Source: an optimization exercise on an open RTL-to-GDS flow (aim: small area). Production flows keep margins and buffers that such runs may drop.
The RTL was checked by simulation tests, not by an equivalence proof against the original design.

===== design.v =====
module debounce(
	input reset, clk, in,
	output reg steady,
	output fall);
reg [7:0] q;    
reg old;
wire same = ~(in ^ old);
wire clr = reset | ~same;
wire term = q[0] & q[2] & ~q[3] & q[5] & ~q[6];
assign fall = same & term & steady & ~old;
always @(posedge clk) begin
	old <= in;
	q <= clr ? 8'd0 : {~q[6], ~q[5], ~q[4], q[3], ~q[2], ~q[1], ~q[0], q[7] ^ q[4]};
	if (reset | (same & term)) steady <= in;
end
endmodule
module select_seg(input [10:0] y, output neg, lt15, lt25, output [3:0] hund, tens, ones);
function automatic ltc(input [10:0] v, input [10:0] k);
	integer i; reg r;
	begin r = 1'b0; for (i = 0; i < 11; i = i + 1) r = k[i] ? (~v[i] | r) : (~v[i] & r); ltc = r; end
endfunction
function automatic gec7(input [6:0] v, input [6:0] k);
	integer i; reg r;
	begin r = 1'b1; for (i = 0; i < 7; i = i + 1) r = k[i] ? (v[i] & r) : (v[i] | r); gec7 = r; end
endfunction
assign neg = ltc(y, 11'd504);
assign lt15 = ~neg & ltc(y, 11'd507);
assign lt25 = ~neg & ltc(y, 11'd509);
wire [1:0] l = y[1:0];
wire c = neg & (l[0] | l[1]);
wire v0 = l[0] ^ neg;
wire v1 = l[1] ^ (neg & ~l[0]);
wire [8:0] k = y[10:2];
wire cv_1;
wire cv_2;
wire cv_3;
wire cv_4;
wire cv_5;
wire cv_6;
wire cv_7;
wire cv_8;
wire cv_9;
wire cv_10;
wire cv_11;
wire cv_12;
wire cv_13;
wire cv_14;
wire cv_15;
wire cv_16;
wire cv_17;
wire cv_18;
wire cv_19;
wire cv_20;
wire cv_21;
wire cv_22;
wire cv_23;
wire cv_24;
wire cv_25;
wire cv_26;
wire cv_27;
wire cv_28;
wire cv_29;
wire cv_30;
wire cv_31;
wire cv_32;
wire cv_33;
wire cv_34;
wire cv_35;
wire cv_36;
wire cv_37;
wire cv_38;
wire cv_39;
wire cv_40;
assign cv_1 = k[0] ^ k[5] ^ k[7];
assign cv_2 = (k[0] & k[5]) | (k[7] & (k[0] ^ k[5]));
assign cv_3 = k[1] ^ k[5] ^ k[6];
assign cv_4 = (k[1] & k[5]) | (k[6] & (k[1] ^ k[5]));
assign cv_5 = k[2] ^ k[5] ^ k[6];
assign cv_6 = (k[2] & k[5]) | (k[6] & (k[2] ^ k[5]));
assign cv_7 = k[3] ^ k[6] ^ 1'b1;
assign cv_8 = (k[3] & k[6]) | (1'b1 & (k[3] ^ k[6]));
assign cv_9 = cv_2 ^ cv_3 ^ k[7];
assign cv_10 = (cv_2 & cv_3) | (k[7] & (cv_2 ^ cv_3));
assign cv_11 = cv_4 ^ cv_5 ^ k[8];
assign cv_12 = (cv_4 & cv_5) | (k[8] & (cv_4 ^ cv_5));
assign cv_13 = cv_8 ^ k[4] ^ 1'b1;
assign cv_14 = (cv_8 & k[4]) | (1'b1 & (cv_8 ^ k[4]));
assign cv_15 = cv_10 ^ cv_11 ^ neg;
assign cv_16 = (cv_10 & cv_11) | (neg & (cv_10 ^ cv_11));
assign cv_17 = cv_12 ^ cv_6 ^ cv_7;
assign cv_18 = (cv_12 & cv_6) | (cv_7 & (cv_12 ^ cv_6));
assign cv_19 = cv_1 ^ c;
assign cv_20 = cv_1 & c;
assign cv_21 = cv_9 ^ k[8] ^ cv_20;
assign cv_22 = (cv_9 & k[8]) | (cv_20 & (cv_9 ^ k[8]));
assign cv_23 = cv_15 ^ cv_22;
assign cv_24 = cv_15 & cv_22;
assign cv_25 = cv_16 ^ cv_17 ^ cv_24;
assign cv_26 = (cv_16 & cv_17) | (cv_24 & (cv_16 ^ cv_17));
assign cv_27 = cv_18 ^ cv_13 ^ cv_26;
assign cv_28 = (cv_18 & cv_13) | (cv_26 & (cv_18 ^ cv_13));
assign cv_29 = cv_14 ^ cv_28;
assign cv_30 = cv_14 & cv_28;
assign cv_31 = s[0] ^ d0;
assign cv_32 = s[0] & d0;
assign cv_33 = s[1] ^ d1 ^ cv_32;
assign cv_34 = (s[1] & d1) | (cv_32 & (s[1] ^ d1));
assign cv_35 = s[2] ^ d2 ^ cv_34;
assign cv_36 = (s[2] & d2) | (cv_34 & (s[2] ^ d2));
assign cv_37 = s[3] ^ d3 ^ cv_36;
assign cv_38 = (s[3] & d3) | (cv_36 & (s[3] ^ d3));
assign cv_39 = s[4] ^ d4 ^ cv_38;
assign cv_40 = (s[4] & d4) | (cv_38 & (s[4] ^ d4));
wire [6:0] s = {cv_30, cv_29, cv_27, cv_25, cv_23, cv_21, cv_19};
wire q1 = gec7(s, 7'd25), q2 = gec7(s, 7'd50), q3 = gec7(s, 7'd75);
wire e1 = q2, e0 = (q1 & ~q2) | q3;
wire d0 = e0, d1 = e0 ^ e1, d2 = e0 | e1, d3 = e1 & ~e0, d4 = e1 & e0;
wire [4:0] p = {cv_39, cv_37, cv_35, cv_33, cv_31};
wire [2:0] p1, p0;
assign p1[0] = (~p[2] & ~p[3] & p[4]) | (~p[1] & ~p[2] & p[3] & ~p[4]) | (p[1] & p[2] & ~p[3] & ~p[4]) | (p[0] & p[1] & p[2] & p[3]) | (p[0] & p[2] & ~p[3] & ~p[4]);
assign p0[0] = (p[0] & p[2] & p[4]) | (p[0] & p[1] & ~p[2] & ~p[4]) | (~p[0] & ~p[2] & ~p[3] & p[4]) | (p[0] & ~p[2] & ~p[3] & ~p[4]) | (p[0] & ~p[1] & p[2] & p[3]) | (~p[0] & ~p[1] & ~p[2] & p[3] & ~p[4]) | (~p[0] & p[1] & p[2] & ~p[3] & ~p[4]);
assign p1[1] = (p[1] & p[3]) | (~p[2] & ~p[3] & p[4]) | (p[2] & p[3]);
assign p0[1] = (~p[1] & p[2] & p[3]) | (~p[0] & p[1] & p[4]) | (p[1] & ~p[2] & ~p[3] & ~p[4]) | (p[0] & p[1] & p[2] & ~p[3]) | (~p[0] & ~p[1] & p[3] & ~p[4]) | (p[0] & ~p[1] & ~p[2] & p[4]);
assign p1[2] = (p[2] & p[4]) | (p[3] & p[4]);
assign p0[2] = (p[3] & p[4]) | (p[0] & p[1] & ~p[2] & p[4]) | (p[0] & ~p[1] & ~p[2] & p[3]) | (~p[0] & p[1] & p[2] & p[3]) | (~p[0] & ~p[1] & p[2] & ~p[3] & ~p[4]);
wire w = p1[0] ^ p0[0] ^ k[0] ^ c;
assign hund = {w & (p1[2] | (p1[1] & p1[0])), w ? ~(p1[2] | (p1[1] & p1[0])) : p1[2], w ? (p1[1] ^ p1[0]) : p1[1], p1[0] ^ w};
assign tens = {p0, v1};
assign ones = {1'b0, v0, v0 & neg, v0 ^ neg};
endmodule
module sell_machine_2( 
	input clk,
	input in_5j, in_1y, in_5y,
	input in_buy1, in_buy2,
	input reset, in_refund,
	output reg out_less, out_take, out_money,
	output [2:0] which_seg, output [6:0] seg);
reg shop;                  
reg [5:0] c5, c10, c50;    
reg [5:0] m1, m2;          
reg [13:0] tq;             
wire f5, f10, f50;
wire s5, s10, s50;
debounce de1(reset, clk, in_5j, s5, f5);
debounce de2(reset, clk, in_1y, s10, f10);
debounce de3(reset, clk, in_5y, s50, f50);
function automatic [5:0] inc6(input [5:0] v, input en);
	integer i; reg k;
	begin k = en; for (i = 0; i < 6; i = i + 1) begin inc6[i] = v[i] ^ k; k = k & v[i]; end end
endfunction
function automatic [5:0] dec6(input [5:0] v, input en);
	integer i; reg k;
	begin k = en; for (i = 0; i < 6; i = i + 1) begin dec6[i] = v[i] ^ k; k = k & ~v[i]; end end
endfunction
wire cclr = reset | in_refund;
always @(posedge clk) begin
	c5 <= cclr ? 6'd0 : inc6(c5, f5);
	c10 <= cclr ? 6'd0 : inc6(c10, f10);
	c50 <= cclr ? 6'd0 : inc6(c50, f50);
end
wire [10:0] y;
wire ms_1;
wire ms_2;
wire ms_3;
wire ms_4;
wire ms_5;
wire ms_6;
wire ms_7;
wire ms_8;
wire ms_9;
wire ms_10;
wire ms_11;
wire ms_12;
wire ms_13;
wire ms_14;
wire ms_15;
wire ms_16;
wire ms_17;
wire ms_18;
wire ms_19;
wire ms_20;
wire ms_21;
wire ms_22;
wire ms_23;
wire ms_24;
wire ms_25;
wire ms_26;
wire ms_27;
wire ms_28;
wire ms_29;
wire ms_30;
wire ms_31;
wire ms_32;
wire ms_33;
wire ms_34;
wire ms_35;
wire ms_36;
wire ms_37;
wire ms_38;
wire ms_39;
wire ms_40;
wire ms_41;
wire ms_42;
wire ms_43;
wire ms_44;
wire ms_45;
wire ms_46;
wire ms_47;
wire ms_48;
wire ms_49;
wire ms_50;
wire ms_51;
wire ms_52;
wire ms_53;
wire ms_54;
wire ms_55;
wire ms_56;
wire ms_57;
wire ms_58;
wire ms_59;
wire ms_60;
wire ms_61;
wire ms_62;
wire ms_63;
wire ms_64;
wire ms_65;
wire ms_66;
wire ms_67;
wire ms_68;
wire ms_69;
wire ms_70;
wire ms_71;
wire ms_72;
wire ms_73;
wire ms_74;
wire ms_75;
wire ms_76;
wire ms_77;
wire ms_78;
wire ms_79;
wire ms_80;
wire ms_81;
wire ms_82;
wire ms_83;
wire ms_84;
assign ms_1 = c5[0] ^ m1[0] ^ m2[0];
assign ms_2 = (c5[0] & m1[0]) | (m2[0] & (c5[0] ^ m1[0]));
assign ms_3 = c5[1] ^ c10[0] ^ c50[0];
assign ms_4 = (c5[1] & c10[0]) | (c50[0] & (c5[1] ^ c10[0]));
assign ms_5 = m1[1] ^ m1[0] ^ m2[1];
assign ms_6 = (m1[1] & m1[0]) | (m2[1] & (m1[1] ^ m1[0]));
assign ms_7 = c5[2] ^ c10[1] ^ c50[1];
assign ms_8 = (c5[2] & c10[1]) | (c50[1] & (c5[2] ^ c10[1]));
assign ms_9 = m1[2] ^ m1[1] ^ m2[2];
assign ms_10 = (m1[2] & m1[1]) | (m2[2] & (m1[2] ^ m1[1]));
assign ms_11 = c5[3] ^ c10[2] ^ c50[2];
assign ms_12 = (c5[3] & c10[2]) | (c50[2] & (c5[3] ^ c10[2]));
assign ms_13 = c50[0] ^ m1[3] ^ m1[2];
assign ms_14 = (c50[0] & m1[3]) | (m1[2] & (c50[0] ^ m1[3]));
assign ms_15 = c5[4] ^ c10[3] ^ c50[3];
assign ms_16 = (c5[4] & c10[3]) | (c50[3] & (c5[4] ^ c10[3]));
assign ms_17 = c50[1] ^ m1[4] ^ m1[3];
assign ms_18 = (c50[1] & m1[4]) | (m1[3] & (c50[1] ^ m1[4]));
assign ms_19 = c5[5] ^ c10[4] ^ c50[4];
assign ms_20 = (c5[5] & c10[4]) | (c50[4] & (c5[5] ^ c10[4]));
assign ms_21 = c50[2] ^ m1[5] ^ m1[4];
assign ms_22 = (c50[2] & m1[5]) | (m1[4] & (c50[2] ^ m1[5]));
assign ms_23 = c10[5] ^ c50[5] ^ c50[3];
assign ms_24 = (c10[5] & c50[5]) | (c50[3] & (c10[5] ^ c50[5]));
assign ms_25 = ms_2 ^ ms_3 ^ ms_5;
assign ms_26 = (ms_2 & ms_3) | (ms_5 & (ms_2 ^ ms_3));
assign ms_27 = ms_4 ^ ms_6 ^ ms_7;
assign ms_28 = (ms_4 & ms_6) | (ms_7 & (ms_4 ^ ms_6));
assign ms_29 = ms_8 ^ ms_10 ^ ms_11;
assign ms_30 = (ms_8 & ms_10) | (ms_11 & (ms_8 ^ ms_10));
assign ms_31 = ms_13 ^ m2[3] ^ m2[1];
assign ms_32 = (ms_13 & m2[3]) | (m2[1] & (ms_13 ^ m2[3]));
assign ms_33 = ms_12 ^ ms_14 ^ ms_15;
assign ms_34 = (ms_12 & ms_14) | (ms_15 & (ms_12 ^ ms_14));
assign ms_35 = ms_17 ^ m2[4] ^ m2[2];
assign ms_36 = (ms_17 & m2[4]) | (m2[2] & (ms_17 ^ m2[4]));
assign ms_37 = ms_16 ^ ms_18 ^ ms_19;
assign ms_38 = (ms_16 & ms_18) | (ms_19 & (ms_16 ^ ms_18));
assign ms_39 = ms_21 ^ m2[5] ^ m2[3];
assign ms_40 = (ms_21 & m2[5]) | (m2[3] & (ms_21 ^ m2[5]));
assign ms_41 = ms_20 ^ ms_22 ^ ms_23;
assign ms_42 = (ms_20 & ms_22) | (ms_23 & (ms_20 ^ ms_22));
assign ms_43 = ms_24 ^ c50[4] ^ m2[5];
assign ms_44 = (ms_24 & c50[4]) | (m2[5] & (ms_24 ^ c50[4]));
assign ms_45 = ms_26 ^ ms_27 ^ ms_9;
assign ms_46 = (ms_26 & ms_27) | (ms_9 & (ms_26 ^ ms_27));
assign ms_47 = ms_28 ^ ms_29 ^ ms_31;
assign ms_48 = (ms_28 & ms_29) | (ms_31 & (ms_28 ^ ms_29));
assign ms_49 = ms_30 ^ ms_32 ^ ms_33;
assign ms_50 = (ms_30 & ms_32) | (ms_33 & (ms_30 ^ ms_32));
assign ms_51 = ms_34 ^ ms_36 ^ ms_37;
assign ms_52 = (ms_34 & ms_36) | (ms_37 & (ms_34 ^ ms_36));
assign ms_53 = ms_38 ^ ms_40 ^ ms_41;
assign ms_54 = (ms_38 & ms_40) | (ms_41 & (ms_38 ^ ms_40));
assign ms_55 = ms_48 ^ ms_49 ^ ms_35;
assign ms_56 = (ms_48 & ms_49) | (ms_35 & (ms_48 ^ ms_49));
assign ms_57 = ms_50 ^ ms_51 ^ ms_39;
assign ms_58 = (ms_50 & ms_51) | (ms_39 & (ms_50 ^ ms_51));
assign ms_59 = ms_52 ^ ms_53 ^ m1[5];
assign ms_60 = (ms_52 & ms_53) | (m1[5] & (ms_52 ^ ms_53));
assign ms_61 = ms_54 ^ ms_42 ^ ms_43;
assign ms_62 = (ms_54 & ms_42) | (ms_43 & (ms_54 ^ ms_42));
assign ms_63 = ms_58 ^ ms_59 ^ m2[4];
assign ms_64 = (ms_58 & ms_59) | (m2[4] & (ms_58 ^ ms_59));
assign ms_65 = ms_62 ^ ms_44 ^ c50[5];
assign ms_66 = (ms_62 & ms_44) | (c50[5] & (ms_62 ^ ms_44));
assign ms_67 = ms_64 ^ ms_60 ^ ms_61;
assign ms_68 = (ms_64 & ms_60) | (ms_61 & (ms_64 ^ ms_60));
assign ms_69 = ms_45 ^ m2[0];
assign ms_70 = ms_45 & m2[0];
assign ms_71 = ms_46 ^ ms_47 ^ ms_70;
assign ms_72 = (ms_46 & ms_47) | (ms_70 & (ms_46 ^ ms_47));
assign ms_73 = ms_55 ^ ms_72;
assign ms_74 = ms_55 & ms_72;
assign ms_75 = ms_56 ^ ms_57 ^ ms_74;
assign ms_76 = (ms_56 & ms_57) | (ms_74 & (ms_56 ^ ms_57));
assign ms_77 = ms_63 ^ ms_76;
assign ms_78 = ms_63 & ms_76;
assign ms_79 = ms_67 ^ ms_78;
assign ms_80 = ms_67 & ms_78;
assign ms_81 = ms_68 ^ ms_65 ^ ms_80;
assign ms_82 = (ms_68 & ms_65) | (ms_80 & (ms_68 ^ ms_65));
assign ms_83 = ms_66 ^ ms_82;
assign ms_84 = ms_66 & ms_82;
assign y = {ms_84, ms_83, ms_81, ms_79, ms_77, ms_75, ms_73, ms_71, ms_69, ms_25, ms_1};
wire neg, lt15, lt25;
wire [3:0] hund, tens, ones;
select_seg conv(y, neg, lt15, lt25, hund, tens, ones);
wire busy = out_take | out_less | out_money;
wire idle = ~busy & ~shop;
wire done = tq[13] & tq[12] & ~tq[11] & ~tq[10] & ~tq[9] & tq[7] & tq[5] & ~tq[4] & tq[2] & ~tq[1] & ~tq[0];
always @(posedge clk) begin
	tq <= (reset | ~busy | done) ? 14'd0 : {tq[12:0], ~(tq[13] ^ tq[4] ^ tq[1])};
end
wire go1 = idle & in_buy1;
wire go2 = idle & ~in_buy1 & in_buy2;
wire gor = idle & ~in_buy1 & ~in_buy2 & in_refund;
wire ok1 = go1 & ~lt15;
wire ok2 = go2 & ~lt25;
always @(posedge clk) begin
	if (reset) begin
		shop <= 0; out_take <= 0; out_less <= 0; out_money <= 0;
	end else begin
		shop <= ok1 | ok2;
		out_take <= shop | (out_take & ~done);
		out_less <= (go1 & lt15) | (go2 & lt25) | (out_less & ~done);
		out_money <= gor | (out_money & ~done);
	end
	m1 <= (reset | gor) ? 6'h3f : dec6(m1, ok1);
	m2 <= (reset | gor) ? 6'h3f : dec6(m2, ok2);
end
reg [4:0] times;
reg first;
reg [3:0] dig, shown;
wire t_h = (times == 5'd30), t_t = (times == 5'd8), t_o = (times == 5'd17);
wire t_show = (times == 5'd1) | (times == 5'd11) | (times == 5'd21);
always @(posedge clk) begin
	first <= reset;
	if (reset) begin
		times <= 0; dig <= 0; shown <= 0;
	end else begin
		times <= t_h ? 5'd0 : times + 1'd1;
		if (t_h) dig <= hund;
		else if (t_t) dig <= tens;
		else if (t_o) dig <= ones;
		if (t_show) shown <= dig;
	end
end
assign which_seg[0] = (times[0] & ~times[4]) | (times[1] & ~times[4]) | (~times[2] & ~times[3] & times[4]) | (times[3] & ~times[4]) | (~times[0] & ~times[1] & times[2] & ~times[3]) | (first);
assign which_seg[1] = (~times[3] & ~times[4]) | (times[3] & times[4]) | (times[1] & times[2] & times[4]) | (~times[0] & ~times[2] & ~times[4]) | (times[0] & times[2] & times[4]) | (~times[1] & ~times[2] & times[3]);
assign which_seg[2] = (times[4]) | (times[2] & times[3]) | (times[0] & times[1] & times[3]) | (~times[0] & ~times[1] & ~times[2] & ~times[3] & ~first);
wire [6:0] pat;
assign pat[0] = (~shown[0] & ~shown[1] & shown[2]) | (shown[0] & ~shown[1] & ~shown[2] & ~shown[3]);
assign pat[1] = (~shown[0] & shown[1] & shown[2]) | (shown[0] & ~shown[1] & shown[2]);
assign pat[2] = (~shown[0] & shown[1] & ~shown[2]);
assign pat[3] = (~shown[0] & ~shown[1] & shown[2]) | (shown[0] & shown[1] & shown[2]) | (shown[0] & ~shown[1] & ~shown[2] & ~shown[3]);
assign pat[4] = (shown[0]) | (~shown[1] & shown[2]);
assign pat[5] = (shown[1] & ~shown[2]) | (shown[0] & shown[1]) | (shown[0] & ~shown[2] & ~shown[3]);
assign pat[6] = (~shown[1] & ~shown[2] & ~shown[3]) | (shown[0] & shown[1] & shown[2]);
assign seg = pat;
endmodule

===== flow/run.sh =====
#!/bin/bash
# Own layout flow: the standard ORFS flow, with an area-oriented ABC mapping script
# (and no pre-mapping ABC pass in Yosys) and a clock tree without dummy loads.
set -euo pipefail
W=$(pwd)
rm -rf "$W/scripts_own"
cp -r "$FLOW_HOME/scripts" "$W/scripts_own"
cp "$W/flow/abc_area.script" "$W/scripts_own/abc_area.script"
export CTS_ARGS="-sink_clustering_enable -sink_clustering_size 100 -sink_clustering_max_diameter 1000 -repair_clock_nets -dont_use_dummy_load -buf_list sky130_fd_sc_hd__clkbuf_16"
export BUFFER_PORTS_ARGS="-buffer_cell sky130_fd_sc_hd__buf_1"
bash standard.sh SCRIPTS_DIR="$W/scripts_own" SYNTH_ARGS=-noabc ABC_AREA=1 finish > "$W/standard_flow.log" 2>&1

===== flow/abc_area.script =====
strash
dc2
&get -n
&st
&dch -f
&nf -R 1000 -a
&put
topo

===== standard.sh =====
#!/bin/bash
# synth_recipe.tcl (not shown) runs the flow's synth.tcl, then flattens the netlist and writes it again
# the make line also repeats each setting of config.mk as NAME=value (left out here)
make -C /OpenROAD-flow-scripts/flow DESIGN_CONFIG=/design/flow/config.mk WORK_HOME=/design/flow/orfs CLKGATE_MAP_FILE= SYNTH_SCRIPT=/design/flow/synth_recipe.tcl "${@:-finish}"

===== config.mk =====
export PLATFORM = sky130hd
export DESIGN_NAME = sell_machine_2
export DESIGN_NICKNAME = sell_machine_2
export VERILOG_FILES = /design/flow/design.v
export SDC_FILE = /design/flow/constraint.sdc
export NUM_CORES = 4
export LEC_CHECK = 0
export ABC_AREA = 1
export CAP_MARGIN = 20
export CORE_MARGIN = 2
export CORE_UTILIZATION = 40
export SLEW_MARGIN = 20

===== constraint.sdc =====
create_clock -name core_clock -period 20.0 [get_ports {clk}]
set_input_delay 4.0000 -clock core_clock [delete_from_list [all_inputs] [get_ports {clk}]]
set_output_delay 4.0000 -clock core_clock [all_outputs]
set_load 0.01 [all_outputs]

==> results of run 1 <==
[state kept, by name (all words and copies together), names as in the netlist, 8 cells and up]
register / count
de1.q: 8
de2.q: 8
de3.q: 8
tq: 14
[worst max-delay path by stage]
stage	startpoint	end	depth (start not counted)
floorplan	c10[5]	dig[1]	35
global placement	c50[5]	dig[1]	35
detailed placement	c50[5]	dig[1]	34
CTS	c50[5]	dig[1]	34
global route	c50[5]	dig[1]	34
finish	c50[5]	dig[1]	34
[layout make-up]
class | count | area share
Sequential cell | 92 | 0.335
Inverter | 37 | 0.0249
Clock buffer | 9 | 0.0403
Timing Repair Buffer | 21 | 0.0148
Multi-Input combinational cell | 357 | 0.547
Tap cell | 172 | 0.0385
[logic make-up after synthesis]
family / count (synthesis) / synth area share
simple gates: 173 / 0.167
buf+inv: 37 / 0.0274
xor+xnor: 21 / 0.0364
compound gates: 58 / 0.0673
mux: 5 / 0.0104
flops: 92 / 0.370
fa+ha+maj: 100 / 0.321
[metrics by stage]
stage | setup WS [ps] | area [um2] | hold slack, ps | utilization | cells
2_1_floorplan | 9560 | 5060 | 368 | - | 486
3_3_place_gp | 9250 | 5360 | 372 | 0.430 | 679
3_5_place_dp | 8940 | 5360 | 386 | 0.430 | 679
4_1_cts | 8910 | 5580 | 380 | 0.448 | 688
5_1_grt | 8290 | 5590 | 383 | 0.448 | 688
6_report | 8940 | 5590 | 374 | 0.448 | 688
[per-layer routing]
| layer | routed length, um | vias up | part of all wire | GRT usage |
|---|---|---|---|---|
| met5 | 0 | - | 0 | 0 |
| met4 | 151 | 0 | 0.018 | 0.0516 |
| met3 | 270 | 17 | 0.032 | 0.0353 |
| met2 | 4380 | 47 | 0.52 | 0.250 |
| met1 | 3590 | 1567 | 0.43 | 0.153 |
| li1 | - | 1676 | - | - |
[cell usage in the layout, fill, tap and decap left out, types with 5 or more instances in the layout]
cell type,count
sky130_fd_sc_hd__fa_1,50
sky130_fd_sc_hd__and2_0,29
sky130_fd_sc_hd__nor3_1,9
sky130_fd_sc_hd__a21oi_1,27
sky130_fd_sc_hd__clkbuf_16,9
sky130_fd_sc_hd__nand3_1,8
sky130_fd_sc_hd__dfxtp_1,89
sky130_fd_sc_hd__nand2b_1,10
sky130_fd_sc_hd__nor2b_1,5
sky130_fd_sc_hd__nor2_1,59
sky130_fd_sc_hd__nand4_1,6
sky130_fd_sc_hd__clkinv_1,37
sky130_fd_sc_hd__ha_1,50
sky130_fd_sc_hd__xnor2_1,15
sky130_fd_sc_hd__nor3b_1,7
sky130_fd_sc_hd__xor2_1,6
sky130_fd_sc_hd__o21ai_0,14
sky130_fd_sc_hd__buf_1,20
sky130_fd_sc_hd__nand2_1,33
[critical path, delay by kind of cell (launching register included)]
kind	cells	cell delay [ps]
flip-flops	1	410
buffers and inverters	3	290
adder cells (fa/ha/maj)	19	7870
XOR/XNOR	2	440
AND/OR/NAND/NOR	3	610
AO/OA/AOI/OAI	6	940
multiplexers	1	360
==> Flow_metrics.wiki, run 1 <==
{| class="wikitable"
! Metric !! Value
|-
| Synthesis-stage register bit count || 92
|-
| Crit path launch type || flop
|-
| Number of clock buffers inserted by TritonCTS || 9
|-
| Dominant cell by count in the synthesized netlist || sky130_fd_sc_hd__dfxtp_1
|-
| Tightest Hold Check Type || reg2reg
|-
| Die extent in y || 116 um
|-
| Slowest-stage cell, CP || sky130_fd_sc_hd__fa_1
|-
| Number of cell rows || 41
|-
| CP max FO || 9
|-
| Buffer count from post-CTS setup fixing || 0
|-
| Clock tree root buffer cell || sky130_fd_sc_hd__clkbuf_16
|-
| Layout Skew || 14.0 ps
|-
| TritonCTS clock tree || built
|-
| Fraction of the yosys area taken by sequential cells || 0.370
|-
| Placer congestion estimate || 0.783
|-
| Ratio of routed vias to standard cells || 4.81
|-
| X dimension of the die || 116 um
|-
| WL final || 8390 um
|-
| Ys flop type || sky130_fd_sc_hd__dfxtp_1
|-
| Post-synthesis async set-or-reset flop share || 0
|-
| Endpoint class of the critical path || flop
|-
| Die area || 0.0136 mm2
|-
| Portion of synthesized cell area occupied by the leading cell type || 0.352
|-
| Synth area leader || sky130_fd_sc_hd__dfxtp_1
|-
| Outcome || no timing/DRC/antenna violations
|-
| Combined area of the multi-input logic cells || 0.00305 mm2
|-
| Yosys cell types || 35
|-
| Number of flops mapped to enable cells by yosys || 3
|-
| Clk sinks || 92
|-
| Clock buffer depth || 2
|-
| Initial core utilization || 0.406
|-
| Number of pins with negative max-slew slack in the final report || 0
|-
| Endpoint of the worst register-to-register path || dig[1]
|-
| Core Box Area || 0.0125 mm2
|-
| Hold Buf Count CTS || 0
|-
| Clock latency on the worst-skew pair || 340 ps
|-
| Most frequent cells after synthesis || sky130_fd_sc_hd__dfxtp_1 (89), sky130_fd_sc_hd__nor2_1 (59), sky130_fd_sc_hd__fa_1 (50), sky130_fd_sc_hd__ha_1 (50), sky130_fd_sc_hd__clkinv_1 (37)
|-
| Resized cells post-CTS || 0
|-
| Wire length of the first global-routing pass || 14400 um
|-
| Worst hold path endpoint || de3.q[2]
|-
| Final period util || 0.553
|-
| Antenna Cells || 0
|-
| Final-stage net count || 626
|-
| Number of max-cap violations || 0
|-
| Register Area || 0.00187 mm2
|-
| GRT Util Overall || 0.137
|-
| Num ports || 21
|-
| Average wire per cell in the routed design || 12.2 um
|-
| CP most frequent cell || sky130_fd_sc_hd__fa_1
|-
| Detailed Routing Iterations Pass 1 || 4
|-
| Count of final hold-check violations || 0
|-
| CP max stage delay || 690 ps
|-
| Overall overflow remaining after global route || 0
|-
| R2R setup slack || 8940 ps
|-
| Worst Path Arrival || 11270 ps
|-
| Mean instance size in the synthesized netlist || 10.4 um2
|-
| DRT iter0 DRCs || 113
|-
| Vias after detailed routing || 3307
|-
| Layout Area Growth over Synthesis || 10.4%
|-
| Normalized max-slew margin || 0.378
|-
| Netlist area before placement || 0.00506 mm2
|-
| Origin of the worst min-delay path || de3.q[1]
|-
| Highest achievable clock rate || 0.0904 GHz
|-
| Reg2reg path depth || 34
|-
| H-Tree Depth || 3
|-
| Clock-pin slew of the registers on the worst-case setup and hold paths || 60 ps
|-
| RSZ-0062 raised after global routing || no
|-
| Post-synthesis instance total || 486
|-
| Maximum number of pins on one net before global-route repair || 24
|-
| Residual DRC || 0
|-
| Time the final worst path needs with I/O delays and setup || 11060 ps
|-
| Setup Viol. Count Final || 0
|-
| Count of buffers inserted at the top-level ports || 20
|-
| Required @ worst endpoint || 20210 ps
|-
| Final HPWL from detailed placement || 6750 um
|-
| Remaining antenna violation count || 0
|-
| Via count of the first global-routing pass || 3330
|-
| Synth area leaders || sky130_fd_sc_hd__dfxtp_1 (35%), sky130_fd_sc_hd__fa_1 (20%), sky130_fd_sc_hd__ha_1 (12%), sky130_fd_sc_hd__nor2_1 (4.4%), sky130_fd_sc_hd__and2_0 (3.6%)
|-
| Depth of the worst hold-timing path || 1
|-
| Worst-Margin Slew || 930 ps
|-
| Layout cells sized above 1 || 0.0213
|-
| Number of antenna violations at the first check in global routing || 0
|-
| Startpoint of the worst-slack reg-to-reg timing path || c50[5]
|-
| Synthesized netlist net count || 594
|-
| Final total negative setup slack || 0 ps
|-
| Number of warnings issued by yosys || 3
|-
| Kind of critical path || reg2reg
|-
| Filler Cells Inserted || 1182
|}
==> run 2, diff against run 1 <==
--- a/flow/run.sh
+++ b/flow/run.sh
@@ -8,3 +8,3 @@
 cp "$W/flow/abc_area.script" "$W/scripts_own/abc_area.script"
-export CTS_ARGS="-sink_clustering_enable -sink_clustering_size 100 -sink_clustering_max_diameter 1000 -repair_clock_nets -dont_use_dummy_load -buf_list sky130_fd_sc_hd__clkbuf_16"
+export CTS_ARGS="-sink_clustering_enable -repair_clock_nets -dont_use_dummy_load -buf_list sky130_fd_sc_hd__clkbuf_8"
 export BUFFER_PORTS_ARGS="-buffer_cell sky130_fd_sc_hd__buf_1"
==> run 2 against run 1 <==
Against the previous run:
- register-to-register slack better by 40 ps
- non-clock buffer count did not move
- final cell count is the same
- sequential cell count unchanged
- fmax grew 0.38%
==> Flow_metrics.wiki, run 2 <==
{| class="wikitable"
! Metric !! Value
|-
| CP max stage delay || 680 ps (about the same)
|-
| Placer congestion estimate || 0.783 (unchanged)
|-
| Setup Viol. Count Final || 0 (unchanged)
|-
| Clk sinks || 92 (unchanged)
|-
| Die area || 0.0136 mm2 (unchanged)
|-
| Most frequent cells after synthesis || sky130_fd_sc_hd__dfxtp_1 (89), sky130_fd_sc_hd__nor2_1 (59), sky130_fd_sc_hd__fa_1 (50), sky130_fd_sc_hd__ha_1 (50), sky130_fd_sc_hd__clkinv_1 (37)
|-
| Number of cell rows || 41 (unchanged)
|-
| Yosys cell types || 35 (unchanged)
|-
| Layout cells sized above 1 || 0.0213 (unchanged)
|-
| Final-stage net count || 626 (unchanged)
|-
| GRT Util Overall || 0.135 (-0.00139)
|-
| Buffering stage count on the worst path with inverters included || 3 (unchanged)
|-
| Num ports || 21 (unchanged)
|-
| Worst Path Arrival || 11250 ps (-20 ps)
|-
| CP startpoint || c50[5]
|-
| Mean instance size in the synthesized netlist || 10.4 um2 (unchanged)
|-
| Synthesized netlist net count || 594 (unchanged)
|-
| Normalized max-slew margin || 0.369 (-0.00932)
|-
| Final period util || 0.551 (-0.00208)
|-
| Remaining antenna violation count || 0 (unchanged)
|-
| Resized cells post-CTS || 0 (unchanged)
|-
| Buffer count from post-CTS setup fixing || 0 (unchanged)
|-
| Worst-Margin Slew || 944 ps (+13.9 ps)
|-
| Post-synthesis instance total || 486 (unchanged)
|-
| DRT iter0 DRCs || 134 (+19%)
|-
| Kind of critical path || reg2reg
|-
| Maximum number of pins on one net before global-route repair || 24 (unchanged)
|-
| Detailed Routing Iterations Pass 1 || 6 (+2)
|-
| Ratio of routed vias to standard cells || 4.81 (about the same)
|-
| H-Tree Depth || 3 (unchanged)
|-
| Crit path launch type || flop
|-
| Antenna Cells || 0 (unchanged)
|-
| TritonCTS clock tree || built
|-
| Number of antenna violations at the first check in global routing || 0 (unchanged)
|-
| Ys flop type || sky130_fd_sc_hd__dfxtp_1
|-
| Number of stages on the worst setup path || 34 (unchanged)
|-
| Total placed instance area || 0.00536 mm2 (unchanged)
|-
| Final total negative setup slack || 0 ps (unchanged)
|-
| Count of buffers inserted at the top-level ports || 20 (unchanged)
|-
| Via count of the first global-routing pass || 3327 (-0.090%)
|-
| Residual DRC || 0 (unchanged)
|-
| Die extent in y || 116 um (unchanged)
|-
| Final HPWL from detailed placement || 6750 um (unchanged)
|-
| Endpoint class of the critical path || flop
|-
| Final setup slack of the worst path || 8980 ps (+41.6 ps)
|-
| Layout Skew || 18.7 ps (+4.73 ps)
|-
| Initial core utilization || 0.406 (unchanged)
|-
| CP most frequent cell || sky130_fd_sc_hd__fa_1
|-
| Netlist area before placement || 0.00506 mm2 (unchanged)
|-
| Synthesis-stage register bit count || 92 (unchanged)
|-
| Worst-case setup slack after placement || 8940 ps (unchanged)
|-
| Slowest-stage cell, CP || sky130_fd_sc_hd__fa_1
|-
| Synth area leaders || sky130_fd_sc_hd__dfxtp_1 (35%), sky130_fd_sc_hd__fa_1 (20%), sky130_fd_sc_hd__ha_1 (12%), sky130_fd_sc_hd__nor2_1 (4.4%), sky130_fd_sc_hd__and2_0 (3.6%)
|-
| Tightest Hold Check Type || reg2reg
|-
| CP max FO || 9 (unchanged)
|-
| Cell area after layout || 0.00549 mm2 (-1.8%)
|-
| Outcome || no timing/DRC/antenna violations
|-
| Core Box Area || 0.0125 mm2 (unchanged)
|-
| Register containing the most flip-flops in the final layout || tq
|-
| Portion of synthesized cell area occupied by the leading cell type || 0.352 (unchanged)
|-
| Number of warnings issued by yosys || 3 (unchanged)
|-
| Non-filler cells in the finished layout || 688 (unchanged)
|-
| Max reg flops || 14 (unchanged)
|-
| Placed insts || 679 (unchanged)
|-
| Count of final hold-check violations || 0 (unchanged)
|-
| Vias after detailed routing || 3306 (-0.030%)
|-
| X dimension of the die || 116 um (unchanged)
|-
| RSZ-0062 raised after global routing || no
|-
| Highest achievable clock rate || 0.0907 GHz (+0.38%)
|-
| Clock tree root buffer cell || sky130_fd_sc_hd__clkbuf_8
|-
| Number of clock buffers inserted by TritonCTS || 9 (unchanged)
|-
| Average wire per cell in the routed design || 12.1 um (-0.87%)
|-
| Required @ worst endpoint || 20230 ps (+20 ps)
|-
| Startpoint of the worst-slack reg-to-reg timing path || c50[5]
|-
| Overall overflow remaining after global route || 0 (unchanged)
|-
| Dominant cell by count in the synthesized netlist || sky130_fd_sc_hd__dfxtp_1
|-
| Clock buffer depth || 2 (unchanged)
|-
| Capturing instance or port of the critical path || dig[1]
|-
| Time the final worst path needs with I/O delays and setup || 11020 ps (-41.6 ps)
|-
| Layout Area Growth over Synthesis || 8.43%
|-
| Reg2reg path depth || 34 (unchanged)
|-
| Clock latency on the worst-skew pair || 360 ps (+20 ps)
|-
| Endpoint of the worst register-to-register path || dig[1]
|-
| Number of flops mapped to enable cells by yosys || 3 (unchanged)
|-
| Post-synthesis async set-or-reset flop share || 0 (unchanged)
|-
| Hold Buf Count CTS || 0 (unchanged)
|-
| Fraction of the yosys area taken by sequential cells || 0.370 (unchanged)
|-
| Wire length of the first global-routing pass || 14200 um (-1.0%)
|-
| Family of cells with the greatest summed delay on the critical path || adder cells
|-
| WL final || 8320 um (-0.87%)
|-
| Number of pins with negative max-slew slack in the final report || 0 (unchanged)
|-
| R2R setup slack || 8980 ps (+40 ps)
|-
| Synth area leader || sky130_fd_sc_hd__dfxtp_1
|-
| Commonest non-fill, non-tap cell in the layout || sky130_fd_sc_hd__dfxtp_1
|-
| Number of max-cap violations || 0 (unchanged)
|-
| Final-layout worst hold slack || 368 ps (-6.09 ps)
|-
| Commonest cells after routing, fill and taps aside || sky130_fd_sc_hd__dfxtp_1 (89), sky130_fd_sc_hd__nor2_1 (59), sky130_fd_sc_hd__fa_1 (50), sky130_fd_sc_hd__ha_1 (50), sky130_fd_sc_hd__clkinv_1 (37)
|-
| Clock-pin slew of the registers on the worst-case setup and hold paths || 80 ps (+20 ps)
|}
==> run 2: cell counts after synthesis <==
No cell type changed its count.
==> run 2: stage by stage <==
stage               utilization
finish                    0.440
global route              0.440
CTS                       0.440
detailed placement        0.430
global placement          0.430
floorplan                     -
==> run 2: worst min-delay path by stage <==
stage / start / end / slack (ps) / cells after the start
4_1_cts: de3.q[1] / de3.q[2] / 370 / 1
3_5_place_dp: de2.q[1] / de2.q[2] / 390 / 1
3_3_place_gp: de1.q[1] / de1.q[2] / 370 / 1
2_1_floorplan: de1.q[1] / de1.q[2] / 370 / 1
5_1_grt: de3.q[1] / de3.q[2] / 380 / 1
6_report: de3.q[1] / de3.q[2] / 370 / 1
==> run 2: per-layer routing <==
metal  vias up  wire [um]  track usage  share of wire
li1       1675          -            -              -
met1      1564       3600        0.150           0.43
met2        51       4310        0.248           0.52
met3        16        264       0.0337          0.032
met4         0        155       0.0540          0.019
met5         -          0            0              0
==> run 2: cell type report <==
class,count,area [um2]
multi-input cells,357,3050
flip-flops and latches,92,1870
fillers,1196,6980
well taps,172,215
clock buffers,9,124
repair buffers,21,82.6
inverters,37,139
==> run 2: kinds of logic after synthesis <==
| family | Yosys count | synth area share |
|---|---|---|
| simple gates | 173 | 0.167 |
| buf+inv | 37 | 0.0274 |
| flops | 92 | 0.370 |
| fa+ha+maj | 100 | 0.321 |
| compound gates | 58 | 0.0673 |
| xor+xnor | 21 | 0.0364 |
| mux | 5 | 0.0104 |
==> run 3, diff against run 2 <==
--- a/design.v
+++ b/design.v
@@ -137,3 +137,2 @@
 	output [2:0] which_seg, output [6:0] seg);
-reg shop;                  
 reg [5:0] c5, c10, c50;    
@@ -334,7 +333,5 @@
 wire busy = out_take | out_less | out_money;
-wire idle = ~busy & ~shop;
+wire shop = ~busy & tq[0];
+wire idle = ~busy & ~tq[0];
 wire done = tq[13] & tq[12] & ~tq[11] & ~tq[10] & ~tq[9] & tq[7] & tq[5] & ~tq[4] & tq[2] & ~tq[1] & ~tq[0];
-always @(posedge clk) begin
-	tq <= (reset | ~busy | done) ? 14'd0 : {tq[12:0], ~(tq[13] ^ tq[4] ^ tq[1])};
-end
 wire go1 = idle & in_buy1;
@@ -345,6 +342,9 @@
 always @(posedge clk) begin
+	tq[13:1] <= (reset | ~busy | done) ? 13'd0 : tq[12:0];
+	tq[0] <= reset ? 1'b0 : ~busy ? (ok1 | ok2) : done ? 1'b0 : ~(tq[13] ^ tq[4] ^ tq[1]);
+end
+always @(posedge clk) begin
 	if (reset) begin
-		shop <= 0; out_take <= 0; out_less <= 0; out_money <= 0;
+		out_take <= 0; out_less <= 0; out_money <= 0;
 	end else begin
-		shop <= ok1 | ok2;
 		out_take <= shop | (out_take & ~done);
@@ -356,16 +356,18 @@
 end
-reg [4:0] times;
-reg first;
+reg [1:0] sa;
+reg [3:0] sb;
 reg [3:0] dig, shown;
-wire t_h = (times == 5'd30), t_t = (times == 5'd8), t_o = (times == 5'd17);
-wire t_show = (times == 5'd1) | (times == 5'd11) | (times == 5'd21);
+wire sa3 = sa[1] & sa[0];
+wire sb9 = sb[3] & sb[0];
+wire t_h = sa[1] & ~sa[0] & sb9;                           
+wire t_t = ~sa[1] & ~sa[0] & sb[2] & sb[1] & sb[0];        
+wire t_o = ~sa[1] & sa[0] & sb[2] & sb[1] & ~sb[0];        
+wire t_show = ~sb[3] & ~sb[2] & ~sb[1] & ~sb[0] & ~sa3;    
 always @(posedge clk) begin
-	first <= reset;
 	if (reset) begin
-		times <= 0; dig <= 0; shown <= 0;
+		sa <= 2'd3; sb <= 4'd1; dig <= 0; shown <= 0;
 	end else begin
-		times <= t_h ? 5'd0 : times + 1'd1;
-		if (t_h) dig <= hund;
-		else if (t_t) dig <= tens;
-		else if (t_o) dig <= ones;
+		sb <= (sa3 | sb9) ? 4'd0 : sb + 1'd1;
+		sa <= sa3 ? 2'd0 : sa + sb9;
+		if (t_h | t_t | t_o) dig <= sa[1] ? hund : sa[0] ? ones : tens;
 		if (t_show) shown <= dig;
@@ -373,5 +375,3 @@
 end
-assign which_seg[0] = (times[0] & ~times[4]) | (times[1] & ~times[4]) | (~times[2] & ~times[3] & times[4]) | (times[3] & ~times[4]) | (~times[0] & ~times[1] & times[2] & ~times[3]) | (first);
-assign which_seg[1] = (~times[3] & ~times[4]) | (times[3] & times[4]) | (times[1] & times[2] & times[4]) | (~times[0] & ~times[2] & ~times[4]) | (times[0] & times[2] & times[4]) | (~times[1] & ~times[2] & times[3]);
-assign which_seg[2] = (times[4]) | (times[2] & times[3]) | (times[0] & times[1] & times[3]) | (~times[0] & ~times[1] & ~times[2] & ~times[3] & ~first);
+assign which_seg = {~((~sa[1] & ~sa[0]) | (sa3 & sb[0])), ~(~sa[1] & sa[0]), ~((sa[1] & ~sa[0]) | (sa3 & ~sb[0]))};
 wire [6:0] pat;
==> run 3 against run 2 <==
Against the previous run:
- synthesized cell count down 3.7%
- sequential share of layout area up 0.89 points
- critical endpoint is now dig[2]
- first-iteration DRC count up 94%
==> Flow_metrics.wiki, run 3 <==
{| class="wikitable"
! Metric !! Value
|-
| Outcome || no timing/DRC/antenna violations
|-
| Yosys cell types || 40 (+14%)
|-
| Normalized max-slew margin || 0.336 (-0.0328)
|-
| Synthesized netlist net count || 570 (-4.0%)
|-
| Via count of the first global-routing pass || 3280 (-1.4%)
|-
| Worst Path Arrival || 11860 ps (+610 ps)
|-
| Layout Skew || 22.8 ps (+4.11 ps)
|-
| Max reg flops || 14 (unchanged)
|-
| Number of cell rows || 40 (-2.4%)
|-
| Netlist area before placement || 0.00490 mm2 (-3.2%)
|-
| Num ports || 21 (unchanged)
|-
| Time the final worst path needs with I/O delays and setup || 11670 ps (+644 ps)
|-
| Crit path launch type || flop
|-
| Clock tree root buffer cell || sky130_fd_sc_hd__clkbuf_8
|-
| DRT iter0 DRCs || 260 (+94%)
|-
| Number of clock buffers inserted by TritonCTS || 9 (unchanged)
|-
| Placer congestion estimate || 0.753 (-3.8%)
|-
| Tightest Hold Check Type || reg2reg
|-
| Resized cells post-CTS || 0 (unchanged)
|-
| Number of max-cap violations || 0 (unchanged)
|-
| Filler Cells Inserted || 1122 (-6.2%)
|-
| Clock-pin slew of the registers on the worst-case setup and hold paths || 90 ps (about the same)
|-
| Die extent in y || 115 um (-1.5%)
|-
| Clock latency on the worst-skew pair || 350 ps (about the same)
|-
| Layout cells sized above 1 || 0.0201 (-0.00124)
|-
| Required @ worst endpoint || 20200 ps (-30 ps)
|-
| M2 GR Usage || 0.230 (-0.0177)
|-
| Synth area leader || sky130_fd_sc_hd__dfxtp_1
|-
| Maximum number of pins on one net before global-route repair || 26 (+8.3%)
|-
| Hold Buf Count CTS || 0 (unchanged)
|-
| Synth area leaders || sky130_fd_sc_hd__dfxtp_1 (36%), sky130_fd_sc_hd__fa_1 (20%), sky130_fd_sc_hd__ha_1 (11%), sky130_fd_sc_hd__nor2_1 (4.2%), sky130_fd_sc_hd__and2_0 (3.7%)
|-
| Number of warnings issued by yosys || 3 (unchanged)
|-
| Clock buffer depth || 2 (unchanged)
|-
| Final HPWL from detailed placement || 6510 um (-3.6%)
|-
| Detailed Routing Iterations Pass 1 || 4 (-2)
|-
| CP max FO || 10 (+1)
|-
| Combined area of the multi-input logic cells || 0.00291 mm2 (-4.6%)
|-
| Wire length of the first global-routing pass || 14500 um (+1.7%)
|-
| Setup Viol. Count Final || 0 (unchanged)
|-
| Initial core utilization || 0.410 (+0.00372)
|-
| Remaining antenna violation count || 0 (unchanged)
|-
| Ratio of routed vias to standard cells || 4.95 (+3.1%)
|-
| Portion of synthesized cell area occupied by the leading cell type || 0.360 (+0.00742)
|-
| RSZ-0062 raised after global routing || no
|-
| Most used routing layer in global routing || met2
|-
| Die area || 0.0132 mm2 (-3.1%)
|-
| CP most frequent cell || sky130_fd_sc_hd__fa_1
|-
| Ys flop type || sky130_fd_sc_hd__dfxtp_1
|-
| H-Tree Depth || 3 (unchanged)
|-
| Fraction of the yosys area taken by sequential cells || 0.378 (+0.00801)
|-
| Register containing the most flip-flops in the final layout || tq
|-
| Final total negative setup slack || 0 ps (unchanged)
|-
| Clk sinks || 91 (-1.1%)
|-
| Count of final hold-check violations || 0 (unchanged)
|-
| Vias after detailed routing || 3194 (-3.4%)
|-
| Slowest-stage cell, CP || sky130_fd_sc_hd__fa_1
|-
| Average wire per cell in the routed design || 12.6 um (+4.5%)
|-
| Post-synthesis instance total || 468 (-3.7%)
|-
| GRT Util Overall || 0.138 (+0.00203)
|-
| Final period util || 0.583 (+0.0322)
|-
| Final-stage net count || 602 (-3.8%)
|-
| Residual DRC || 0 (unchanged)
|-
| Worst-Margin Slew || 994 ps (+50.5 ps)
|-
| X dimension of the die || 115 um (-1.5%)
|-
| Highest achievable clock rate || 0.0857 GHz (-5.5%)
|-
| Commonest cells after routing, fill and taps aside || sky130_fd_sc_hd__dfxtp_1 (88), sky130_fd_sc_hd__nor2_1 (55), sky130_fd_sc_hd__fa_1 (50)
|-
| Register Area || 0.00185 mm2 (-1.1%)
|-
| Global routing met1 resource utilization || 0.177 (+0.0262)
|-
| Commonest non-fill, non-tap cell in the layout || sky130_fd_sc_hd__dfxtp_1
|-
| Synthesis-stage register bit count || 91 (-1.1%)
|-
| Final-layout worst hold slack || 394 ps (+26.3 ps)
|-
| Mean instance size in the synthesized netlist || 10.5 um2 (+0.56%)
|-
| Endpoint class of the critical path || flop
|-
| Core Box Area || 0.0120 mm2 (-4.0%)
|-
| Buffer count from post-CTS setup fixing || 0 (unchanged)
|-
| Post-synthesis async set-or-reset flop share || 0 (unchanged)
|-
| Most frequent cells after synthesis || sky130_fd_sc_hd__dfxtp_1 (88), sky130_fd_sc_hd__nor2_1 (55), sky130_fd_sc_hd__fa_1 (50), sky130_fd_sc_hd__ha_1 (44), sky130_fd_sc_hd__nand2_1 (37)
|-
| TritonCTS clock tree || built
|-
| Global Route met3 Usage || 0.0344 (+0.000679)
|-
| Number of antenna violations at the first check in global routing || 0 (unchanged)
|-
| Overall overflow remaining after global route || 0 (unchanged)
|-
| Dominant cell by count in the synthesized netlist || sky130_fd_sc_hd__dfxtp_1
|-
| Antenna Cells || 0 (unchanged)
|-
| Kind of critical path || reg2reg
|-
| Count of buffers inserted at the top-level ports || 20 (unchanged)
|-
| WL final || 8150 um (-2.1%)
|-
| Number of flops mapped to enable cells by yosys || 3 (unchanged)
|-
| Layout Area Growth over Synthesis || 7.97%
|-
| CP max stage delay || 580 ps (-100 ps)
|-
| Number of pins with negative max-slew slack in the final report || 0 (unchanged)
|}
==> run 3: changes by cell type in the layout (fill, tap and decap cells not counted), sizes merged, moves of 4 or more <==
| cell | previous run | this run |
|---|---|---|
| nor2 | 59 | 55 |
| a21oi | 27 | 23 |
| ha | 50 | 44 |
| xor2 | 6 | 1 |
| nand3 | 8 | 3 |
| a211oi | 1 | 5 |
| nand2 | 33 | 37 |
==> run 3: final cells by class <==
class                           instances  share of cell area
Multi-Input combinational cell        341               0.551
Sequential cell                        91               0.350
Tap cell                              147              0.0348
Inverter                               36              0.0255
Clock buffer                            9              0.0234
Timing Repair Buffer                   21              0.0156
==> run 3: logic make-up (layout without fill, tap and decap cells) <==
group / count (synthesis) / in the layout / share of synthesized area
AO/OA/AOI/OAI: 60 / 60 / 0.0738
multiplexers: 3 / 3 / 0.00638
AND/OR/NAND/NOR: 168 / 168 / 0.169
XOR/XNOR: 16 / 16 / 0.0286
buffers and inverters: 36 / 66 / 0.0276
flip-flops: 91 / 91 / 0.378
adder cells (fa/ha/maj): 94 / 94 / 0.317
==> run 3: per-stage QoR <==
step	setup WS, ps	cell area (um2)	utilization	instances
floorplan	8980	4900	-	468
global placement	8610	5170	0.432	636
detailed placement	8290	5170	0.432	636
CTS	8270	5290	0.442	645
global route	7530	5290	0.442	645
finish	8330	5290	0.442	645
==> run 3: final timing paths <==
path / startpoint / slack [ps] / depth (start not counted) / to
worst max-delay path: c50[3] / 8330 / 36 / dig[2]
worst min-delay path: de3.q[1] / 390 / 1 / de3.q[2]
worst max register to register: c50[3] / 8330 / 36 / dig[2]
worst min register to register: de3.q[1] / 390 / 1 / de3.q[2]
==> run 3: per-layer routing <==
metal,up-vias,part of all wire
li1,1616,-
met1,1520,0.47
met2,47,0.48
met3,11,0.035
met4,0,0.014
met5,-,0
==> run 3: critical path: cells and delay by family, from the launching register on <==
family	cells	cell delay, ps
AOI/OAI and AO/OA	6	1190
xor gates and xnor gates	4	1120
adders and majority gates	19	7550
buffers and inverters	3	290
DFF	1	410
and+or+nand+nor	4	960
==> run 4, diff against run 3 <==
==> flow/abc_area.script (replaced) <==
strash
&get -n
&deepsyn -T 60
&put
&get -n
&st
&dch -f
&nf -R 1000 -a
&put
topo
==> run 4 against run 3 <==
Against the previous run:
- still clean
- critical path type unchanged
- worst setup slack gained 560 ps
- via count down 3.4%
- cell area fell by 0.57%
- die area shrank 0.71%
- register-to-register slack better by 560 ps
==> Flow_metrics.wiki, run 4 <==
{| class="wikitable"
! Metric !! Value
|-
| Outcome || no timing/DRC/antenna violations
|-
| Max reg flops || 14 (unchanged)
|-
| Slowest-stage cell, CP || sky130_fd_sc_hd__fa_1
|-
| Mean instance size in the synthesized netlist || 10.7 um2 (+2.1%)
|-
| Combined area of the multi-input logic cells || 0.00289 mm2 (-0.77%)
|-
| Antenna Cells || 0 (unchanged)
|-
| Synth area leader || sky130_fd_sc_hd__dfxtp_1
|-
| Synthesized netlist net count || 557 (-2.3%)
|-
| Portion of synthesized cell area occupied by the leading cell type || 0.362 (+0.00268)
|-
| Clock latency on the worst-skew pair || 350 ps (about the same)
|-
| Register containing the most flip-flops in the final layout || tq
|-
| Hold Buf Count CTS || 0 (unchanged)
|-
| Layout cells sized above 1 || 0.0227 (+0.00260)
|-
| WL final || 7900 um (-3.0%)
|-
| Commonest non-fill, non-tap cell in the layout || sky130_fd_sc_hd__dfxtp_1
|-
| Via count of the first global-routing pass || 3008 (-8.3%)
|-
| Worst-case setup slack after placement || 8950 ps (+655 ps)
|-
| Layout Skew || 22.8 ps (-0.0287 ps)
|-
| TritonCTS clock tree || built
|-
| Final HPWL from detailed placement || 6370 um (-2.2%)
|-
| Overall overflow remaining after global route || 0 (unchanged)
|-
| Layout Area Growth over Synthesis || 8.16%
|-
| Final period util || 0.555 (-0.0280)
|-
| Fraction of the yosys area taken by sequential cells || 0.381 (+0.00282)
|-
| Num ports || 21 (unchanged)
|-
| Residual DRC || 0 (unchanged)
|-
| Filler Cells Inserted || 1124 (+0.18%)
|-
| RSZ-0062 raised after global routing || no
|-
| Ys flop type || sky130_fd_sc_hd__dfxtp_1
|-
| Final setup slack of the worst path || 8890 ps (+560 ps)
|-
| Netlist area before placement || 0.00486 mm2 (-0.74%)
|-
| Tightest Hold Check Type || reg2reg
|-
| Non-filler cells in the finished layout || 632 (-2.0%)
|-
| Number of max-cap violations || 0 (unchanged)
|-
| H-Tree Depth || 3 (unchanged)
|-
| Synth area leaders || sky130_fd_sc_hd__dfxtp_1 (36%), sky130_fd_sc_hd__fa_1 (21%), sky130_fd_sc_hd__ha_1 (11%), sky130_fd_sc_hd__and2_0 (3.9%), sky130_fd_sc_hd__nor2_1 (3.5%)
|-
| Time the final worst path needs with I/O delays and setup || 11110 ps (-560 ps)
|-
| Resized cells post-CTS || 0 (unchanged)
|-
| Post-synthesis instance total || 455 (-2.8%)
|-
| Maximum number of pins on one net before global-route repair || 27 (+3.8%)
|-
| CP max stage delay || 580 ps (about the same)
|-
| Die area || 0.0131 mm2 (-0.71%)
|-
| Count of buffers inserted at the top-level ports || 20 (unchanged)
|-
| Number of cell rows || 40 (unchanged)
|-
| Placed insts || 623 (-2.0%)
|-
| Most frequent cells after synthesis || sky130_fd_sc_hd__dfxtp_1 (88), sky130_fd_sc_hd__fa_1 (50), sky130_fd_sc_hd__nor2_1 (45), sky130_fd_sc_hd__ha_1 (44), sky130_fd_sc_hd__nand2_1 (38)
|-
| X dimension of the die || 114 um (-0.36%)
|-
| Clock-pin slew of the registers on the worst-case setup and hold paths || 70 ps (-20 ps)
|-
| Vias after detailed routing || 3086 (-3.4%)
|-
| Number of antenna violations at the first check in global routing || 0 (unchanged)
|-
| Average wire per cell in the routed design || 12.5 um (-1.0%)
|-
| Clock tree root buffer cell || sky130_fd_sc_hd__clkbuf_8
|-
| Normalized max-slew margin || 0.446 (+0.110)
|-
| Initial core utilization || 0.407 (-0.00303)
|-
| Endpoint class of the critical path || flop
|-
| Number of warnings issued by yosys || 3 (unchanged)
|-
| Die extent in y || 114 um (-0.36%)
|-
| Dominant cell by count in the synthesized netlist || sky130_fd_sc_hd__dfxtp_1
|-
| Yosys cell types || 36 (-10%)
|-
| Core Box Area || 0.0120 mm2 (unchanged)
|-
| Kind of critical path || reg2reg
|-
| DRT iter0 DRCs || 125 (-52%)
|-
| CP max FO || 5 (-5)
|-
| Final-stage net count || 589 (-2.2%)
|-
| Worst Path Arrival || 11330 ps (-530 ps)
|-
| CP most frequent cell || sky130_fd_sc_hd__fa_1
|-
| Final total negative setup slack || 0 ps (unchanged)
|-
| Ratio of routed vias to standard cells || 4.88 (-1.4%)
|-
| Number of flops mapped to enable cells by yosys || 3 (unchanged)
|-
| Setup Viol. Count Final || 0 (unchanged)
|-
| Number of clock buffers inserted by TritonCTS || 9 (unchanged)
|-
| Highest achievable clock rate || 0.0900 GHz (+5.0%)
|-
| Detailed Routing Iterations Pass 1 || 6 (+2)
|-
| GRT Util Overall || 0.132 (-0.00503)
|-
| Register Area || 0.00185 mm2 (unchanged)
|-
| Remaining antenna violation count || 0 (unchanged)
|-
| Placer congestion estimate || 0.745 (-1.1%)
|-
| Wire length of the first global-routing pass || 13800 um (-4.7%)
|-
| Worst-Margin Slew || 828 ps (-166 ps)
|-
| Synthesis-stage register bit count || 91 (unchanged)
|-
| Commonest cells after routing, fill and taps aside || sky130_fd_sc_hd__dfxtp_1 (88), sky130_fd_sc_hd__fa_1 (50), sky130_fd_sc_hd__nor2_1 (45)
|-
| Buffer count from post-CTS setup fixing || 0 (unchanged)
|-
| Number of pins with negative max-slew slack in the final report || 0 (unchanged)
|-
| Required @ worst endpoint || 20230 ps (+30 ps)
|-
| Count of final hold-check violations || 0 (unchanged)
|-
| Post-synthesis async set-or-reset flop share || 0 (unchanged)
|-
| Crit path launch type || flop
|-
| Clk sinks || 91 (unchanged)
|-
| Clock buffer depth || 2 (unchanged)
|}
run 4: cell count changes after synthesis, sizes merged, moves of 4 or more:
cell	delta
xor2	+5
a211oi	-5
a21oi	-5
nand4	-4
nor2	-10
nor2b	+4
a22o	+7
run 4: metal layers:
| metal | track usage | vias up | part of all wire |
|---|---|---|---|
| met3 | 0.0365 | 8 | 0.030 |
| met5 | 0 | - | 0 |
| li1 | - | 1575 | - |
| met2 | 0.206 | 42 | 0.45 |
| met1 | 0.181 | 1461 | 0.51 |
| met4 | 0.0415 | 0 | 0.011 |
run 4: cell type report:
type / count / area share
clock buffers: 9 / 0.0235
multi-input cells: 330 / 0.549
inverters: 34 / 0.0243
well taps: 147 / 0.0350
repair buffers: 21 / 0.0157
flip-flops and latches: 91 / 0.352
run 4: path summary, 6_finish.rpt:
path,startpoint,to,slack (ps),depth (start not counted)
setup / recovery,c50[4],dig[1],8890,34
hold / removal,de3.q[1],de3.q[2],380,1
setup reg to reg,c50[4],dig[1],8890,34
hold reg to reg,de3.q[1],de3.q[2],380,1
run 4: critical path, delay by kind of cell (launching register included):
| family | cells | cell delay (ps) |
|---|---|---|
| adder cells (fa/ha/maj) | 19 | 7720 |
| AO/OA/AOI/OAI | 5 | 1170 |
| XOR/XNOR | 3 | 950 |
| AND/OR/NAND/NOR | 4 | 450 |
| flip-flops | 1 | 420 |
| buffers and inverters | 3 | 280 |
run 4: cells by family (layout without fill, tap and decap cells):
| kind of cell | after synthesis | after routing | synth area share |
|---|---|---|---|
| and+or+nand+nor | 164 | 164 | 0.169 |
| buffers and inverters | 34 | 64 | 0.0262 |
| AOI/OAI and AO/OA | 52 | 52 | 0.0695 |
| DFF | 91 | 91 | 0.381 |
| xor gates and xnor gates | 20 | 20 | 0.0360 |
| adders and majority gates | 94 | 94 | 0.319 |
run 4: metrics by stage:
step | area [um2] | utilization | hold slack [ps]
floorplan | 4860 | - | 368
global placement | 5130 | 0.429 | 369
detailed placement | 5140 | 0.429 | 376
CTS | 5260 | 0.440 | 389
global route | 5260 | 0.440 | 394
finish | 5260 | 0.440 | 385

port drivers added, routing unchanged:
Ports are ideal in the flow. The routed layouts listed here were re-timed in OpenROAD. Step 1 (the two cells are an assumption about what drives the block):
set clk [get_ports {clk}]
set_driving_cell -lib_cell sky130_fd_sc_hd__clkbuf_16 $clk
set_driving_cell -lib_cell sky130_fd_sc_hd__buf_2 [delete_from_list [all_inputs] $clk]
Step 2 also shifts input and output timing later by t, the mid clock arrival at the registers, as if the neighbouring blocks saw the same clock. Slacks: no drivers / after step 1 / after step 2; pairs: no drivers / after step 1.
| run | t (ns) | slack for setup (ns) | slew at the worst register clock pin (ns) | worst slew at a driven data input, ns | cell pins on the clock port's net |
|---|---|---|---|---|---|
| run 1 | 0.366 | 8.935 / 8.935 / 8.935 | 0.06 / 0.06 | 0.06 | 1 |
| run 2 | 0.380 | 8.977 / 8.977 / 8.977 | 0.08 / 0.08 | 0.06 | 1 |
| run 3 | 0.366 | 8.333 / 8.333 / 8.333 | 0.09 / 0.09 | 0.05 | 1 |
| run 4 | 0.370 | 8.894 / 8.894 / 8.894 | 0.09 / 0.09 | 0.03 | 1 |
After both steps setup and hold are still met in every run listed.
